Source: an optimization exercise on an open RTL-to-GDS flow (aim: small area). Production flows keep margins and buffers that such runs may drop.
The RTL was checked by simulation tests, not by an equivalence proof against the original design.

==> flow/design.v, too long to show whole: its modules and the start of the top module <==
// module mux2: 10 lines
// module mux3: 11 lines
// module mux4: 30 lines
// module mux5: 16 lines
// module mux6: 18 lines
// module dlatch_kianV: 11 lines
// module dff_kianV: 17 lines
// module counter: 15 lines
// module alu: 71 lines
// module alu_decoder: 63 lines
// module extend: 16 lines
// module register_file: 16 lines
// module load_alignment: 37 lines
// module store_alignment: 53 lines
// module load_decoder: 36 lines
// module store_decoder: 33 lines
// module muldiv: 112 lines
// module multiplier_decoder: 30 lines
// module multiplier_extension_decoder: 21 lines
// module mul_step: 1447 lines
// module divider_decoder: 32 lines
// module csr_decoder: 63 lines
// module csr_exception_handler: 310 lines
// module ripple_inc: 17 lines
// module ripple_ge: 17 lines
// module ripple_and: 14 lines
// module main_fsm: 686 lines
// module control_unit: 200 lines
// module datapath_unit: 265 lines
// module tag_ram: 40 lines
// module sv32_table_walk: 168 lines
// module sv32_translate_instruction_to_physical: 80 lines
// module sv32_translate_data_to_physical: 87 lines
// module sv32: 150 lines
// module kianv_harris_mc_edition: 278 lines
module kianv_harris_mc_edition #(
    parameter int RESET_ADDR        = 0,
    parameter int SYSTEM_CLK        = 50_000_000,
    parameter int NUM_ENTRIES_ITLB  = 16,
    parameter int NUM_ENTRIES_DTLB  = 16
) (
    input  logic         clk,
    input  logic         resetn,
    output logic         mem_valid,
    input  logic         mem_ready,
    output logic [3:0]   mem_wstrb,
    output logic [33:0]  mem_addr,
    output logic [31:0]  mem_wdata,
    input  logic [31:0]  mem_rdata,
    output logic [31:0]  PC,
    input  logic         access_fault,
    input  logic         IRQ3,
    input  logic         IRQ7,
    input  logic         IRQ9,
    input  logic         IRQ11,
    output logic [63:0]  timer_counter,
    output logic         is_instruction
);
  // ...
==> flow/flow/run.sh <==
#!/bin/bash
# Layout flow: the standard layout (standard.sh, unchanged synthesis,
# floorplan, power grid and placement) with two changes to how the layout
# is made:
#   - clock tree synthesis without dummy loads (same clustering as
#     config.mk's CTS_CLUSTER_SIZE / CTS_CLUSTER_DIAMETER)
#   - the input/output port buffers use sky130_fd_sc_hd__buf_2
#   - after global routing, gates on paths with positive slack are
#     downsized where timing allows (ORFS's power recovery step)
# Every tool's output goes to a log file in this folder (make's output to
# flow_make.log; ORFS keeps each step's log under orfs/logs/).
set -euo pipefail
export CTS_ARGS="-sink_clustering_enable -repair_clock_nets -sink_clustering_size 24 -sink_clustering_max_diameter 100 -dont_use_dummy_load"
export BUFFER_PORTS_ARGS="-buffer_cell sky130_fd_sc_hd__buf_2"
export RECOVER_POWER=100
bash standard.sh finish > flow_make.log 2>&1
==> flow/standard.sh <==
#!/bin/bash
# synth_recipe.tcl (not shown) runs the flow's synth.tcl, then flattens the netlist and writes it again
# the make line also repeats each setting of config.mk as NAME=value (left out here)
make -C /OpenROAD-flow-scripts/flow DESIGN_CONFIG=/design/flow/config.mk WORK_HOME=/design/flow/orfs CLKGATE_MAP_FILE= SYNTH_SCRIPT=/design/flow/synth_recipe.tcl "${@:-finish}"
==> flow/config.mk <==
export PLATFORM = sky130hd
export DESIGN_NAME = kianv_harris_mc_edition
export DESIGN_NICKNAME = kianv_harris_mc_edition
export VERILOG_FILES = /design/flow/design.v
export SDC_FILE = /design/flow/constraint.sdc
export NUM_CORES = 8
export LEC_CHECK = 0
export ABC_AREA = 1
export CAP_MARGIN = 20
export CORE_MARGIN = 2
export CORE_UTILIZATION = 40
export CTS_CLUSTER_DIAMETER = 100
export CTS_CLUSTER_SIZE = 24
export PLACE_DENSITY = 0.6
export SLEW_MARGIN = 30
==> flow/constraint.sdc <==
create_clock -name core_clock -period 25.0 [get_ports {clk}]
set_input_delay 5.0000 -clock core_clock [delete_from_list [all_inputs] [get_ports {clk}]]
set_output_delay 5.0000 -clock core_clock [all_outputs]
set_load 0.01 [all_outputs]
==> results.toml, run 1 <==
[finish]
syn_to_final_growth_pct = 7.205
fin_area_um2 = 187500
regArea_um2 = 102600
multi_input_gates = 11310
fin_cells = 23240
multiInputGateArea_um2 = 62630
sh_seq_area = 0.5472
final_common_cell = "nand2_1"
numSequentialCells = 3546

[sta]
hold_violations = 0
drv_slew = 7225
setup_slack_ns = 0.8683
setup_violations = 0
hold_slack_ns = 0.4487

[floorplan]
die_x_um = 665.2
core_area_um2 = 434800
ioPinCount = 208
die_y_um = 665.2

[flow_run]
cap_violations = 231

[clock_network]
root_buffer = "clkbuf_16"

[place]
dp_slack_ns = 2.195
dp_cells = 22950

[synth]
synth_commonest_cells = "nand2_1, edfxtp_1, inv_1, nand3_1, o21ai_0"

[routing]
highest_layer = "met5"
first_iter_violations = 24900
routedWlPerCell_um = 35.40

[critical_path]
worst_setup_path_start_kind = "primary input"
path_depth = 36

[status]
status = "finished with violations"
so.violations = "capacitance limit, slew limit"
==> inputs of run 2 (changes only) <==
==> flow/flow/run.sh (replaced) <==
#!/bin/bash
# Layout flow: the standard layout (standard.sh, unchanged synthesis,
# floorplan, power grid and placement) with two changes to how the layout
# is made:
#   - clock tree synthesis without dummy loads (same clustering as
#     config.mk's CTS_CLUSTER_SIZE / CTS_CLUSTER_DIAMETER)
#   - the input/output port buffers use sky130_fd_sc_hd__buf_2
# Every tool's output goes to a log file in this folder (make's output to
# flow_make.log; ORFS keeps each step's log under orfs/logs/).
set -euo pipefail
export CTS_ARGS="-sink_clustering_enable -repair_clock_nets -sink_clustering_size 24 -sink_clustering_max_diameter 100 -dont_use_dummy_load"
export BUFFER_PORTS_ARGS="-buffer_cell sky130_fd_sc_hd__buf_2"
bash standard.sh finish > flow_make.log 2>&1
--- a/flow/config.mk
+++ b/flow/config.mk
@@ -11,5 +11,5 @@
 export CORE_UTILIZATION = 40
 export CTS_CLUSTER_DIAMETER = 100
 export CTS_CLUSTER_SIZE = 24
-export PLACE_DENSITY = 0.6
+export PLACE_DENSITY = 0.7
 export SLEW_MARGIN = 30
==> run 2 against run 1 <==
The run now finishes clean. Highest routed layer unchanged. Global-route usage grew 1.5 points. Non-clock buffer count grew 23. First-iteration DRC count shrank 5.3%. Via count decreased by 0.53%. Routed wire length increased by 4.2%. Setup slack improved by 0.13 ns. Critical endpoint unchanged. Die area is the same. Critical path depth rose by 27. Largest cell class unchanged. Sequential share of layout area fell by 0.71 points. Core utilization rose by 0.56 points. Critical path type unchanged.
==> results.toml, run 2 <==
[status]
status = "complete, no violations"

[routing]
vias_per_cell = 6.249
routed_wl_mm = 857.4
drt-pass1-iter-count = 7
ant_nets = 0
first_iter_violations = 23580
routedWlPerCell_um = 36.88
drc = 0
vias = 145300

[floorplan]
rows = 242
die-area_um2 = 442500
ioPinCount = 208
die_x_um = 665.2
die_y_um = 665.2
core_area_um2 = 434800
start_util = 0.4022

[sta]
slew_headroom = 0.07812
setup_violations = 0
rsz0062_at_grt = "no"
hold_violations = 0
setup_slack_ns = 0.9964
fin_setup_tns_ns = 0
skew_ns = 0.1102
clock.fmax_mhz = 41.66
drv_slew = 0
finalCriticalPeriod_ns = 24.00
worstMarginPinSlew_ns = 1.383
period_share = 0.9601

[finish]
nNetsFinal = 18080
drive_gt1_frac = 0.08473
fin_util = 0.4368
final_cell_mix = "nand2_1, edfxtp_1, inv_1, nand3_1, o21ai_0"
largest_reg_flops = 992
largestRegisters = "datapath_unit_I.register_file_I.bank0 (992), mmu_I.table_walk_inst.dtlb_I.ppns (320), mmu_I.table_walk_inst.itlb_I.ppns (320)"
top_register = "datapath_unit_I.register_file_I.bank0"
final_common_cell = "nand2_1"
syn_to_final_growth_pct = 8.609
fin_cells = 23250
fin_area_um2 = 189900

[synth]
yosysMostFrequentCell = "nand2_1"
ys_seq_area_frac = 0.5867
async_reset_ff_frac = 0.002256
avgSynthCellArea_um2 = 10.03
netlist_area_um2 = 174900
yosysWarnings = 21
synthCells = 17440
ys_types = 83
synth_edf_count = 3153
yosysTopAreaCellShare = 0.5414
synth_commonest_cells = "nand2_1, edfxtp_1, inv_1, nand3_1, o21ai_0"
synthTopCellsByArea = "edfxtp_1, nand2_1, dfxtp_1"
synth_top_area_cell = "edfxtp_1"
ys_ff_latch = 3546
synth_ff_type = "edfxtp_1"

[place]
finalWeightedCongestion = 1.108
dp_cells = 22990
dp_slack_ns = 1.300
portBuffers = 205
hpwl_mm = 608.8
place_area_um2 = 185000

[critical_path]
end_kind = "output pin"
crit_slowest_cell = "a21oi_1"
rrSetupSlack_ns = 7.26
worst_setup_path_start_kind = "primary input"
path_common_cell = "fa_1"
cp_slowest_stage_delay_ns = 0.79
cp.arrival_ns = 19.00
worstSetupPathType = "primary input to output pin"
cp.required_ns = 20.00
crit_fanout = 30

[clock_network]
holdBufCountCts = 0
clkLatencyLatePin_ns = 0.98
cts_sinks = 3546
clk_pin_slew_worst_paths_ns = 0.09
htree_levels = 4
postCtsSetupBuffers = 0
cts_tree = "yes"
clockBufferDepth = 4
root_buffer = "clkbuf_16"
cts.repair.resized = 0
numCtsBuffers = 188

[grt]
grt-ovfl-total = 0
grt_pass1_wl_mm = 1144
gr-usage-all-layers = 0.3754
grt_max_degree = 211
antenna_found_initial = 121
grt_pass1_vias = 132500

[worst_hold_path]
hp-class = "flop to flop"

[flow_run]
cap_violations = 0
run 2: cell counts after synthesis:
No cell type changed its count.
run 2: layer usage:
layer | global-route usage | up-vias | part of all wire
li1 | - | 60770 | -
met1 | 0.4887 | 72110 | 0.38
met2 | 0.5516 | 10240 | 0.42
met3 | 0.09586 | 2107 | 0.12
met4 | 0.2529 | 58 | 0.083
met5 | 0 | - | 0.00047
run 2: kinds of logic (layout without fill, tap and decap cells):
kind of cell             after synthesis  after routing  share of synthesized area
multiplexers                          16             16                  0.0009158
XOR/XNOR                             194            194                   0.009717
AND/OR/NAND/NOR                     7046           7046                     0.1696
flip-flops                          3546           3546                     0.5867
AO/OA/AOI/OAI                       3453           3453                     0.1189
buffers and inverters               2584           2588                    0.05924
adder cells (fa/ha/maj)              598            598                    0.05502
other                                  1             74                 0.00002144
run 2: cell type report:
class | count | area [um2]
inverters | 1603 | 6046
clock buffers | 188 | 4705
flip-flops and latches | 3546 | 102600
multi-input cells | 11310 | 63650
well taps | 5734 | 7174
diodes | 72 | 180.2
repair buffers | 797 | 5575
fillers | 41070 | 244900
run 2: final timing paths:
check	start	to	cells after the start
max in group asynchronous	resetn	mmu_I.data_translate_inst.ready	3
max reg2reg	control_unit_I.main_fsm_I.state[5]	datapath_unit_I.muldiv_I.R[31]	65
min	mmu_I.table_walk_inst.itlb_I.valid[5]	mmu_I.table_walk_inst.itlb_I.valid[5]	2
min in group asynchronous	resetn	mmu_I.instr_translate_inst.page_fault	3
min reg2reg	mmu_I.table_walk_inst.itlb_I.valid[5]	mmu_I.table_walk_inst.itlb_I.valid[5]	2
max	mem_rdata[20]	mem_valid	63
run 2: critical path, delay by kind of cell:
family,cells,cell delay [ns]
buf+inv,8,1.74
fa+ha+maj,15,6.10
simple gates,36,5.01
compound gates,4,1.08
run 2: stage by stage:
step                hold slack, ns
floorplan                   0.4174
global placement            0.4311
detailed placement          0.4365
CTS                         0.4496
global route                0.4624
finish                      0.4484
==> inputs of run 3 (changes only) <==
--- a/flow/config.mk
+++ b/flow/config.mk
@@ -8,8 +8,8 @@
 export ABC_AREA = 1
 export CAP_MARGIN = 20
 export CORE_MARGIN = 2
-export CORE_UTILIZATION = 40
+export CORE_UTILIZATION = 45
 export CTS_CLUSTER_DIAMETER = 100
 export CTS_CLUSTER_SIZE = 24
-export PLACE_DENSITY = 0.7
+export PLACE_DENSITY = 0.65
 export SLEW_MARGIN = 30
==> run 3 against run 2 <==
Highest routed layer unchanged. Maximum frequency fell by 0.79%. Critical path depth decreased by 6. Setup slack lost 0.19 ns. Hold slack better by 0.0019 ns. Clock skew rose by 0.038 ns. Register-to-register slack got worse by 0.73 ns. Largest cell class unchanged. Via count increased by 0.46%. Count of clock-buffer cells in the layout did not move.
==> results.toml, run 3 <==
[status]
status = "complete, no violations"

[worst_hold_path]
hp-class = "flop to flop"

[floorplan]
die-area_um2 = 393600
die_x_um = 627.4
ioPinCount = 208
core_area_um2 = 386300
start_util = 0.4527
die_y_um = 627.4
rows = 228

[synth]
yosysTopAreaCellShare = 0.5414
synth_edf_count = 3153
async_reset_ff_frac = 0.002256
synth_top_area_cell = "edfxtp_1"
avgSynthCellArea_um2 = 10.03
synthTopCellsByArea = "edfxtp_1, nand2_1, dfxtp_1"
netlist_area_um2 = 174900
yosysMostFrequentCell = "nand2_1"
synth_ff_type = "edfxtp_1"
synth_commonest_cells = "nand2_1, edfxtp_1, inv_1, nand3_1, o21ai_0"
yosysWarnings = 21
ys_types = 83
ys_ff_latch = 3546
synthCells = 17440
ys_seq_area_frac = 0.5867

[sta]
worstMarginPinSlew_ns = 1.234
rsz0062_at_grt = "no"
setup_violations = 0
skew_ns = 0.1481
setup_slack_ns = 0.8058
finalCriticalPeriod_ns = 24.19
fin_setup_tns_ns = 0
hold_violations = 0
period_share = 0.9678
drv_slew = 0
clock.fmax_mhz = 41.33
slew_headroom = 0.1773

[clock_network]
clkLatencyLatePin_ns = 1.00
cts_sinks = 3546
clk_pin_slew_worst_paths_ns = 0.09
cts_tree = "yes"
numCtsBuffers = 188
htree_levels = 4
root_buffer = "clkbuf_16"
postCtsSetupBuffers = 0
clockBufferDepth = 4
cts.repair.resized = 0
holdBufCountCts = 0

[finish]
fin_cells = 22700
largest_reg_flops = 992
drive_gt1_frac = 0.08404
final_common_cell = "nand2_1"
fin_area_um2 = 189300
syn_to_final_growth_pct = 8.224
largestRegisters = "datapath_unit_I.register_file_I.bank0 (992), mmu_I.table_walk_inst.dtlb_I.ppns (320), mmu_I.table_walk_inst.itlb_I.ppns (320)"
final_cell_mix = "nand2_1, edfxtp_1, inv_1, nand3_1, o21ai_0"
top_register = "datapath_unit_I.register_file_I.bank0"
nNetsFinal = 18070

[grt]
gr-usage-all-layers = 0.4161
grt-ovfl-total = 0
grt_pass1_wl_mm = 1124
grt_max_degree = 204
grt_pass1_vias = 132100
antenna_found_initial = 115

[place]
portBuffers = 205
hpwl_mm = 592.8
dp_slack_ns = 1.257
dp_cells = 22410
finalWeightedCongestion = 1.136
place_area_um2 = 184100

[routing]
met1Wirelength_mm = 305.9
first_iter_violations = 24690
vias = 146000
routedWlPerCell_um = 36.97
drc = 0
wl_met2_mm = 351.5
vias_per_cell = 6.430
routed_wl_mm = 839.2
highest_layer = "met5"
met3_wirelength_mm = 108.2
ant_nets = 0
drt-pass1-iter-count = 8

[critical_path]
cp.required_ns = 20.00
crit_slowest_cell = "a21oi_1"
worstSetupPathType = "primary input to output pin"
end_kind = "output pin"
cp.arrival_ns = 19.19
rrSetupSlack_ns = 6.53
crit_fanout = 35
path_common_cell = "fa_1"
cp_slowest_stage_delay_ns = 0.82
worst_setup_path_start_kind = "primary input"

[flow_run]
cap_violations = 0
==> run 3: cell count changes in the layout (fill, tap and decap cells not counted), sizes merged <==
cell	previous run	this run
inv	1550	1555
diode	72	91
clkinv	53	48
buf	797	785
clkbuf	188	189
==> run 3: area by class of cell <==
| cell class | instances | area (um2) |
|---|---|---|
| fill | 35850 | 197000 |
| sequential | 3546 | 102600 |
| multi-input combinational | 11310 | 63660 |
| tap | 5175 | 6475 |
| inverter | 1603 | 6043 |
| timing repair buffer | 786 | 5549 |
| clock buffer | 188 | 4705 |
| antenna | 91 | 227.7 |
==> run 3: cell families after synthesis <==
logic type	after synthesis	synth area share
adders and majority gates	598	0.05502
and+or+nand+nor	7046	0.1696
other	1	0.00002144
AOI/OAI and AO/OA	3453	0.1189
DFF	3546	0.5867
buffers and inverters	2584	0.05924
muxes	16	0.0009158
xor gates and xnor gates	194	0.009717
==> run 3: metal layers <==
metal  up-vias  track usage
met3      2318       0.1265
met5         -            0
met1     72320       0.5326
li1      60730            -
met2     10550       0.5998
met4        38       0.2961
==> run 3: worst paths after layout <==
kind                       cells past startpoint                                  start                                     to
max                                           57                          mem_rdata[20]                              mem_valid
min                                            2  mmu_I.table_walk_inst.dtlb_I.valid[1]  mmu_I.table_walk_inst.dtlb_I.valid[1]
max reg2reg                                   67     control_unit_I.main_fsm_I.state[3]         datapath_unit_I.muldiv_I.R[31]
min reg2reg                                    2  mmu_I.table_walk_inst.dtlb_I.valid[1]  mmu_I.table_walk_inst.dtlb_I.valid[1]
max in group asynchronous                      3                                 resetn                         mmu_I.state[0]
min in group asynchronous                      3                                 resetn        mmu_I.data_translate_inst.ready
==> run 3: metrics by stage <==
stage / hold WS [ns] / util
final: 0.4503 / 0.4900
after detailed placement: 0.4335 / 0.4767
after CTS: 0.4468 / 0.4889
after global routing: 0.4659 / 0.4895
after global placement: 0.4310 / 0.4761
after floorplan: 0.4174 / -
==> run 3: worst max-delay path, delay by kind of cell <==
kind            cells  cell delay [ns]
buf+inv             8             1.64
compound gates      3             1.10
simple gates       31             5.03
fa+ha+maj          15             6.33
==> inputs of run 4 (changes only) <==
--- a/flow/config.mk
+++ b/flow/config.mk
@@ -5,11 +5,11 @@
 export SDC_FILE = /design/flow/constraint.sdc
 export NUM_CORES = 8
 export LEC_CHECK = 0
-export ABC_AREA = 1
+export ABC_AREA = 0
 export CAP_MARGIN = 20
 export CORE_MARGIN = 2
-export CORE_UTILIZATION = 45
+export CORE_UTILIZATION = 40
 export CTS_CLUSTER_DIAMETER = 100
 export CTS_CLUSTER_SIZE = 24
-export PLACE_DENSITY = 0.65
+export PLACE_DENSITY = 0.6
 export SLEW_MARGIN = 30
==> run 4 against run 3 <==
Still clean on timing, DRC and antenna. Global-route usage shrank 6.6 points. Sequential cell count is the same. Synthesized cell count decreased by 13%.
==> results.toml, run 4 <==
[sta]
clock.fmax_mhz = 40.72
setup_slack_ns = 0.4408
worstMarginPinSlew_ns = 1.299
period_share = 0.9824
drv_slew = 0
setup_violations = 0
rsz0062_at_grt = "no"
finalCriticalPeriod_ns = 24.56
skew_ns = 0.1905
slew_headroom = 0.1249
hold_violations = 0
fin_setup_tns_ns = 0

[finish]
nNetsFinal = 15710
final_cell_mix = "edfxtp_1, nand2_1, nand3_1, nor2_1, buf_4"
top_register = "datapath_unit_I.register_file_I.bank0"
drive_gt1_frac = 0.1138
fin_cells = 20870
final_common_cell = "edfxtp_1"
multiInputGateArea_um2 = 67700
regArea_um2 = 102600
largestRegisters = "datapath_unit_I.register_file_I.bank0 (992), mmu_I.table_walk_inst.dtlb_I.ppns (320), mmu_I.table_walk_inst.itlb_I.ppns (320)"
fin_area_um2 = 190200
largest_reg_flops = 992
fill_cells = 40380
syn_to_final_growth_pct = 8.911

[critical_path]
cp.arrival_ns = 19.56
r2r_cells = 49
cp_slowest_stage_delay_ns = 0.49
end_kind = "output pin"
timing.rr.start = "control_unit_I.main_fsm_I.state[0]"
path_delay_family = "adder cells"
crit_slowest_cell = "fa_1"
path_depth = 47
cp.required_ns = 20.00
worstSetupPathType = "primary input to output pin"
rrSetupSlack_ns = 7.11
worstReg2RegEnd = "datapath_unit_I.PC[14]"
worst_setup_path_start_kind = "primary input"
crit_buf_inv = 8
path_common_cell = "fa_1"
crit_fanout = 8

[clock_network]
cts_sinks = 3546
numCtsBuffers = 184
cts.repair.resized = 0
postCtsSetupBuffers = 0
holdBufCountCts = 0
clk_pin_slew_worst_paths_ns = 0.10
clockBufferDepth = 4
root_buffer = "clkbuf_16"
htree_levels = 4
clkLatencyLatePin_ns = 1.03
cts_tree = "yes"

[place]
dp_cells = 20620
place_area_um2 = 185200
dp_slack_ns = 0.5491
hpwl_mm = 542.6
portBuffers = 205
finalWeightedCongestion = 1.099

[synth]
synthXorXnorAreaFrac = 0.01244
avgSynthCellArea_um2 = 11.57
netlist_area_um2 = 174600
ys_seq_area_frac = 0.5876
ys_types = 115
synth_fa_ha_area_frac = 0.05637
synth_commonest_cells = "edfxtp_1, nand2_1, nor2_1, nand3_1, clkbuf_1"
synth_ff_type = "edfxtp_1"
synth_top_area_cell = "edfxtp_1"
yosysWarnings = 21
yosys.area_share.simple = 0.1385
muxShareOfSynthArea = 0.04094
synth-compound-area-share = 0.1302
synthCells = 15090
synth_edf_count = 3153
synth_top_family_by_area = "simple AND/OR/NAND/NOR gates"
async_reset_ff_frac = 0.002256
yosysTopAreaCellShare = 0.5423
synthTopCellsByArea = "edfxtp_1, nand2_1, dfxtp_1"
ys_ff_latch = 3546
yosysMostFrequentCell = "edfxtp_1"

[worst_hold_path]
hold_start = "mmu_I.data_translate_inst.page_fault"
holdPathEnd = "mmu_I.page_fault"
holdPathStages = 2
hp-class = "flop to flop"

[routing]
vias = 138100
ant_nets = 0
vias_per_cell = 6.617
routed_wl_mm = 799.8
drt-pass1-iter-count = 10
drc = 0
routedWlPerCell_um = 38.32
first_iter_violations = 23760

[floorplan]
core_area_um2 = 434500
start_util = 0.4018
die_x_um = 664.7
die-area_um2 = 441800
rows = 242
die_y_um = 664.7
ioPinCount = 208

[grt]
grt-ovfl-total = 0
grt_pass1_wl_mm = 1079
grt_pass1_vias = 125700
antenna_found_initial = 93
grt_max_degree = 152
gr-usage-all-layers = 0.3503

[status]
status = "complete, no violations"

[flow_run]
cap_violations = 0
run 4: changes by cell type after synthesis, moves of 220 or more:
| cell | change |
|---|---|
| nor2_1 | -223 |
| a22oi_1 | +262 |
| nand3_1 | -469 |
| mux2i_1 | +256 |
| o22ai_1 | -280 |
| nand2_1 | -1531 |
| o21ai_0 | -799 |
| inv_1 | -1107 |
| a311oi_1 | +220 |
run 4: kinds of logic after synthesis:
logic type / after synthesis
and+or+nand+nor: 5393
DFF: 3546
AOI/OAI and AO/OA: 3229
buffers and inverters: 1500
adders and majority gates: 620
muxes: 550
xor gates and xnor gates: 248
other: 1
run 4: worst max-delay path by stage:
stage | slack (ns) | to | from
after CTS | 0.51 | mem_valid | mem_rdata[21]
after floorplan | 2.31 | mem_valid | mem_rdata[21]
final | 0.44 | mem_valid | mem_rdata[21]
after global placement | 0.36 | mem_valid | mem_rdata[21]
after detailed placement | 0.55 | mem_valid | mem_rdata[21]
after global routing | 0.13 | mem_valid | mem_rdata[21]
run 4: worst min-delay path: stages, from the launching register on:
cell	delay, ns
dfrtp_1	0.33
nor2_1	0.04
nor2_1	0.06
run 4: per-layer routing:
| metal | global-route usage | share of wire |
|---|---|---|
| met1 | 0.4567 | 0.37 |
| met2 | 0.5049 | 0.42 |
| met3 | 0.1003 | 0.13 |
| met4 | 0.2374 | 0.084 |
| met5 | 0.001194 | 0.00053 |
run 4: cell type report:
cell class / instances / share of cell area
diodes: 63 / 0.0008290
clock buffers: 184 / 0.02421
inverters: 434 / 0.008718
multi-input cells: 10040 / 0.3560
flip-flops and latches: 3546 / 0.5395
well taps: 5734 / 0.03773
repair buffers: 866 / 0.03298
run 4: per-stage QoR:
step	utilization	hold WS (ns)
6_report	0.4377	0.4220
3_5_place_dp	0.4263	0.4361
2_1_floorplan	-	0.4170
5_1_grt	0.4374	0.4401
4_1_cts	0.4369	0.4216
3_3_place_gp	0.4255	0.4352
==> inputs of run 5 (changes only) <==
--- a/flow/config.mk
+++ b/flow/config.mk
@@ -5,7 +5,7 @@
 export SDC_FILE = /design/flow/constraint.sdc
 export NUM_CORES = 8
 export LEC_CHECK = 0
-export ABC_AREA = 0
+export ABC_AREA = 1
 export CAP_MARGIN = 20
 export CORE_MARGIN = 2
 export CORE_UTILIZATION = 40
==> run 5 against run 4 <==
Still clean. Non-clock buffer count is 92 lower. Hold slack better by 0.026 ns. Global-route usage is 1.0 points higher. Critical path depth is 11 higher. Count of clock-buffer cells in the layout is 2 lower. Critical path type unchanged.
==> results.toml, run 5 <==
[status]
status = "complete, no violations"

[synth]
ys_seq_area_frac = 0.5867
ys_ff_latch = 3546
synth_commonest_cells = "nand2_1, edfxtp_1, inv_1, nand3_1, o21ai_0"
synth_edf_count = 3153
avgSynthCellArea_um2 = 10.03
async_reset_ff_frac = 0.002256
synth_top_area_cell = "edfxtp_1"
yosysWarnings = 21
yosysMostFrequentCell = "nand2_1"
synth_ff_type = "edfxtp_1"
yosysTopAreaCellShare = 0.5414
synthCells = 17440
ys_types = 83
synthTopCellsByArea = "edfxtp_1, nand2_1, dfxtp_1"
netlist_area_um2 = 174900

[critical_path]
end_kind = "output pin"
path_depth = 58
crit_slowest_cell = "nand2_4"
cp.required_ns = 20.00
r2r_cells = 66
worst_setup_path_start_kind = "primary input"
path_common_cell = "fa_1"
timing.rr.start = "control_unit_I.main_fsm_I.state[5]"
crit_fanout = 52
path_delay_family = "adder cells"
cp_slowest_stage_delay_ns = 0.80
rrSetupSlack_ns = 7.19
worstSetupPathType = "primary input to output pin"
crit_buf_inv = 8
crit_start = "mem_rdata[20]"
worstReg2RegEnd = "datapath_unit_I.muldiv_I.R[31]"
cp.arrival_ns = 18.19
endpoint = "mem_valid"

[sta]
clock.fmax_mhz = 43.12
skew_ns = 0.1369
period_share = 0.9276
worstMarginPinSlew_ns = 1.284
rsz0062_at_grt = "no"
slew_headroom = 0.1421
finalCriticalPeriod_ns = 23.19
fin_setup_tns_ns = 0
drv_slew = 0
hold_violations = 0
setup_violations = 0

[finish]
final_cell_mix = "nand2_1, edfxtp_1, inv_1, nand3_1, o21ai_0"
syn_to_final_growth_pct = 8.474
largest_reg_flops = 992
fin_area_um2 = 189700
drive_gt1_frac = 0.08275
top_register = "datapath_unit_I.register_file_I.bank0"
fin_util = 0.4363
fin_cells = 23250
final_common_cell = "nand2_1"
nNetsFinal = 18050
largestRegisters = "datapath_unit_I.register_file_I.bank0 (992), mmu_I.table_walk_inst.dtlb_I.ppns (320), mmu_I.table_walk_inst.itlb_I.ppns (320)"
fill_cells = 41670

[grt]
grt_pass1_wl_mm = 1113
antenna_found_initial = 108
grt-ovfl-total = 0
grt_max_degree = 164
grt_pass1_vias = 132000
gr-usage-all-layers = 0.3605

[clock_network]
cts.repair.resized = 0
clk_pin_slew_worst_paths_ns = 0.09
htree_levels = 4
cts_sinks = 3546
holdBufCountCts = 0
numCtsBuffers = 182
root_buffer = "clkbuf_16"
clkLatencyLatePin_ns = 1.02
cts_tree = "yes"
clockBufferDepth = 4
postCtsSetupBuffers = 0

[place]
finalWeightedCongestion = 1.130
hpwl_mm = 562.6
dp_cells = 22950
place_area_um2 = 184700
portBuffers = 205

[floorplan]
core_area_um2 = 434800
die-area_um2 = 442500
start_util = 0.4022
ioPinCount = 208
die_y_um = 665.2
rows = 242
die_x_um = 665.2

[routing]
first_iter_violations = 25180
ant_nets = 0
vias_per_cell = 6.292
drc = 0
routedWlPerCell_um = 35.40
drt-pass1-iter-count = 8
vias = 146300
routed_wl_mm = 823.0

[worst_hold_path]
hp-class = "flop to flop"

[flow_run]
cap_violations = 0
## run 5: kinds of logic after synthesis
kind of cell | Yosys count | synth area share
and+or+nand+nor | 7046 | 0.1696
DFF | 3546 | 0.5867
AOI/OAI and AO/OA | 3453 | 0.1189
buffers and inverters | 2584 | 0.05924
adders and majority gates | 598 | 0.05502
xor gates and xnor gates | 194 | 0.009717
muxes | 16 | 0.0009158
other | 1 | 0.00002144
## run 5: tightest hold or removal path: cells and delay by family, from the launching register on
kind,cells,cell delay [ns]
DFF,1,0.32
AOI/OAI and AO/OA,1,0.05
buffers and inverters,1,0.04
## run 5: routing by layer
metal	routed length, um	global-route usage	share of wire
met1	303100	0.4661	0.37
met2	339000	0.5126	0.41
met3	105000	0.1053	0.13
met4	75550	0.2659	0.092
met5	380	0.0006511	0.00046
## run 5: final cells by class
type | count | area (um2) | area share
Tap cell | 5734 | 7174 | 0.03782
Inverter | 1603 | 6045 | 0.03187
Antenna cell | 98 | 245.2 | 0.001293
Sequential cell | 3546 | 102600 | 0.5408
Multi-Input combinational cell | 11310 | 63600 | 0.3353
Clock buffer | 182 | 4554 | 0.02401
Timing Repair Buffer | 774 | 5482 | 0.02890
## run 5: worst min-delay path by stage
stage | slack (ns) | cells after the start | to | start
2_1_floorplan | 0.42 | 1 | flop | flop
3_3_place_gp | 0.43 | 1 | flop | flop
3_5_place_dp | 0.43 | 2 | mmu_I.table_walk_inst.itlb_I.valid[6] | mmu_I.table_walk_inst.itlb_I.valid[6]
4_1_cts | 0.45 | 2 | mmu_I.table_walk_inst.itlb_I.valid[6] | mmu_I.table_walk_inst.itlb_I.valid[6]
5_1_grt | 0.46 | 2 | mmu_I.table_walk_inst.itlb_I.valid[5] | mmu_I.table_walk_inst.itlb_I.valid[5]
6_report | 0.45 | 2 | mmu_I.table_walk_inst.itlb_I.valid[6] | mmu_I.table_walk_inst.itlb_I.valid[6]
## run 5: through the flow
stage / setup slack [ns] / hold slack, ns
final: 1.809 / 0.4475
after global routing: 1.366 / 0.4600
after CTS: 2.208 / 0.4467
after detailed placement: 2.195 / 0.4331
after global placement: 2.230 / 0.4287
after floorplan: 4.412 / 0.4174
==> inputs of run 6 (changes only) <==
==> flow/flow/run.sh (replaced) <==
#!/bin/bash
# Layout flow: the standard layout (standard.sh, unchanged synthesis,
# floorplan, power grid and placement) with these changes to how the layout
# is made:
#   - clock tree synthesis without dummy loads (same clustering as
#     config.mk's CTS_CLUSTER_SIZE / CTS_CLUSTER_DIAMETER)
#   - the input/output port buffers use sky130_fd_sc_hd__buf_2
#   - after global routing, gates on paths with positive slack are
#     downsized where timing allows (ORFS's power recovery step), and the
#     slew and capacitance limits are repaired again afterwards
#     (flow/post_grt.tcl)
# Every tool's output goes to a log file in this folder (make's output to
# flow_make.log; ORFS keeps each step's log under orfs/logs/).
set -euo pipefail
export CTS_ARGS="-sink_clustering_enable -repair_clock_nets -sink_clustering_size 24 -sink_clustering_max_diameter 100 -dont_use_dummy_load"
export BUFFER_PORTS_ARGS="-buffer_cell sky130_fd_sc_hd__buf_2"
export RECOVER_POWER=100
export POST_GLOBAL_ROUTE_TCL="$PWD/flow/post_grt.tcl"
bash standard.sh finish > flow_make.log 2>&1
==> flow/flow/post_grt.tcl (new file) <==
# After ORFS's power recovery (downsizing of gates with positive slack) in
# the global-route step: fix the slew and capacitance limits again on the
# global-route parasitics, then re-legalise and re-route the changed nets.
log_cmd estimate_parasitics -global_routing
log_cmd repair_design -slew_margin $::env(SLEW_MARGIN) -cap_margin $::env(CAP_MARGIN)
log_cmd global_route -start_incremental
log_cmd detailed_placement
log_cmd global_route -end_incremental
log_cmd estimate_parasitics -global_routing
==> run 6 against run 5 <==
Largest cell class unchanged. Still clean. Maximum frequency shrank 0.73%. Synthesized cell count is the same. Critical endpoint unchanged. Cell count grew 0.78%. Setup slack lost 0.17 ns. Critical path type unchanged.
==> results.toml, run 6 <==
[routing]
drt-pass1-iter-count = 9
vias_per_cell = 6.261
drc = 0
first_iter_violations = 24960
vias = 146700
ant_nets = 0
routed_wl_mm = 823.9
routedWlPerCell_um = 35.17

[synth]
synth_ff_type = "edfxtp_1"
synth_top_area_cell = "edfxtp_1"
yosysTopAreaCellShare = 0.5414
synthCells = 17440
avgSynthCellArea_um2 = 10.03
synthTopCellsByArea = "edfxtp_1, nand2_1, dfxtp_1"
synth_commonest_cells = "nand2_1, edfxtp_1, inv_1, nand3_1, o21ai_0"
netlist_area_um2 = 174900
async_reset_ff_frac = 0.002256
ys_types = 83
ys_seq_area_frac = 0.5867
yosysMostFrequentCell = "nand2_1"
yosysWarnings = 21
ys_ff_latch = 3546
synth_edf_count = 3153

[critical_path]
crit_fanout = 53
cp_slowest_stage_delay_ns = 0.61
cp.required_ns = 20.00
crit_start = "mem_rdata[20]"
end_kind = "output pin"
cp.arrival_ns = 18.36
r2r_cells = 67
worstReg2RegEnd = "datapath_unit_I.muldiv_I.R[31]"
crit_slowest_cell = "nand4_1"
endpoint = "mem_valid"
timing.rr.start = "control_unit_I.main_fsm_I.state[5]"
worst_setup_path_start_kind = "primary input"
path_common_cell = "fa_1"
rrSetupSlack_ns = 6.38
worstSetupPathType = "primary input to output pin"

[floorplan]
core_area_um2 = 434800
rows = 242
die_y_um = 665.2
ioPinCount = 208
die-area_um2 = 442500
die_x_um = 665.2
start_util = 0.4022

[place]
finalWeightedCongestion = 1.130
hpwl_mm = 562.6
portBuffers = 205
dp_cells = 22950
dp_slack_ns = 2.195

[flow_run]
cap_violations = 0

[status]
status = "complete, no violations"

[finish]
largestRegisters = "datapath_unit_I.register_file_I.bank0 (992), mmu_I.table_walk_inst.dtlb_I.ppns (320), mmu_I.table_walk_inst.itlb_I.ppns (320)"
largest_reg_flops = 992
final_common_cell = "nand2_1"
multiInputGateArea_um2 = 62970
top_register = "datapath_unit_I.register_file_I.bank0"
drive_gt1_frac = 0.07624
nNetsFinal = 18240
final_cell_mix = "nand2_1, edfxtp_1, inv_1, nand3_1, o21ai_0"
fin_cells = 23430
syn_to_final_growth_pct = 10.02
regArea_um2 = 102600
fill_cells = 41570

[clock_network]
cts_tree = "yes"
htree_levels = 4
clockBufferDepth = 4
clkLatencyLatePin_ns = 1.02
root_buffer = "clkbuf_16"
cts.repair.resized = 0
clk_pin_slew_worst_paths_ns = 0.09
holdBufCountCts = 0
numCtsBuffers = 182
cts_sinks = 3546
postCtsSetupBuffers = 0

[worst_hold_path]
hp-class = "flop to flop"

[sta]
fin_setup_tns_ns = 0
slew_headroom = 0.1376
finalCriticalPeriod_ns = 23.36
hold_violations = 0
setup_violations = 0
skew_ns = 0.1227
worstMarginPinSlew_ns = 1.294
drv_slew = 0
clock.fmax_mhz = 42.81
setup_slack_ns = 1.639
period_share = 0.9345

[grt]
grt-busiest-layer = "met2"
grt_pass1_vias = 132000
grt_use_met3 = 0.1053
met1_usage = 0.4661
grt-ovfl-total = 0
antenna_found_initial = 108
grt_max_degree = 164
gr-usage-all-layers = 0.3605
grt_util_met2 = 0.5126
grt_pass1_wl_mm = 1113
## run 6: cell counts after synthesis
Identical to the previous run, type by type.
## run 6: worst min path at each step
| stage | startpoint | endpoint | slack, ns | cells past startpoint |
|---|---|---|---|---|
| final | mmu_I.table_walk_inst.itlb_I.valid[6] | mmu_I.table_walk_inst.itlb_I.valid[6] | 0.45 | 2 |
| after CTS | mmu_I.table_walk_inst.itlb_I.valid[6] | mmu_I.table_walk_inst.itlb_I.valid[6] | 0.45 | 2 |
| after detailed placement | mmu_I.table_walk_inst.itlb_I.valid[6] | mmu_I.table_walk_inst.itlb_I.valid[6] | 0.43 | 2 |
| after global placement | flop | flop | 0.43 | 1 |
| after floorplan | flop | flop | 0.42 | 1 |
## run 6: logic make-up after synthesis
| family | synth area share |
|---|---|
| mux | 0.0009158 |
| simple gates | 0.1696 |
| flops | 0.5867 |
| other cells | 0.00002144 |
| fa+ha+maj | 0.05502 |
| buf+inv | 0.05924 |
| xor+xnor | 0.009717 |
| compound gates | 0.1189 |
## run 6: through the flow
step	hold WS [ns]	util	instance area [um2]
after floorplan	0.4174	-	174900
after global placement	0.4287	0.4241	184400
after detailed placement	0.4331	0.4248	184700
after CTS	0.4467	0.4352	189200
final	0.4459	0.4425	192400
## run 6: worst max-delay path, delay by kind of cell
kind                     cells  cell delay (ns)
adder cells (fa/ha/maj)     15             5.86
AND/OR/NAND/NOR             32             4.65
AO/OA/AOI/OAI                7             1.01
buffers and inverters        6             1.70
## run 6: area by class of cell
cell class	count	share of cell area
Sequential cell	3546	0.5332
Multi-Input combinational cell	11310	0.3273
Timing Repair Buffer	962	0.04600
Tap cell	5734	0.03729
Inverter	1603	0.03137
Clock buffer	182	0.02367
Antenna cell	91	0.001184
## run 6: layer usage
metal	wire (um)	share of wire
met4	75570	0.092
met2	339500	0.41
met5	253	0.00031
met3	106000	0.13
met1	302600	0.37

==> static timing again, ports no longer ideal <==
The flow's constraints put no driver on any port. The routed layouts listed below were extracted and timed again, unchanged, in two steps. Step 1 sets driving cells, clkbuf_16 on the clock port and buf_2 on the other inputs (assumed; they add their load-dependent delay and slew). Step 2 adds t to the input delays and takes it off the output delays; t is the mean of the earliest and latest rising clock arrival at the registers after step 1. Input paths then give back, and output paths get back, about the clock's delay inside the block. Three values: no drivers, after step 1, after step 2; two values: the first two.
| run | t (ns) | setup slack, ns | hold WS [ns] | worst setup path after step 2 | worst data-port slew with drivers (ns) |
|---|---|---|---|---|---|
| run 1 | 1.069 | 0.868 / 0.844 / 0.644 | 0.449 / 0.449 / 0.449 | input to register | 0.32 |
| run 2 | 1.071 | 0.996 / 0.960 / 0.960 | 0.448 / 0.448 / 0.448 | input to output | 0.30 |
| run 3 | 1.049 | 0.806 / 0.783 / 0.783 | 0.450 / 0.450 / 0.450 | input to output | 0.42 |
| run 4 | 1.055 | 0.441 / 0.422 / 0.422 | 0.422 / 0.422 / 0.422 | input to output | 0.19 |
| run 5 | 1.067 | 1.809 / 1.789 / 1.789 | 0.448 / 0.448 / 0.448 | input to output | 0.32 |
| run 6 | 1.070 | 1.639 / 1.614 / 1.614 | 0.446 / 0.446 / 0.446 | input to output | 0.32 |
The setup slack of run 1, which loses most, moves by -0.024 ns with the drivers and by -0.224 ns with both steps.
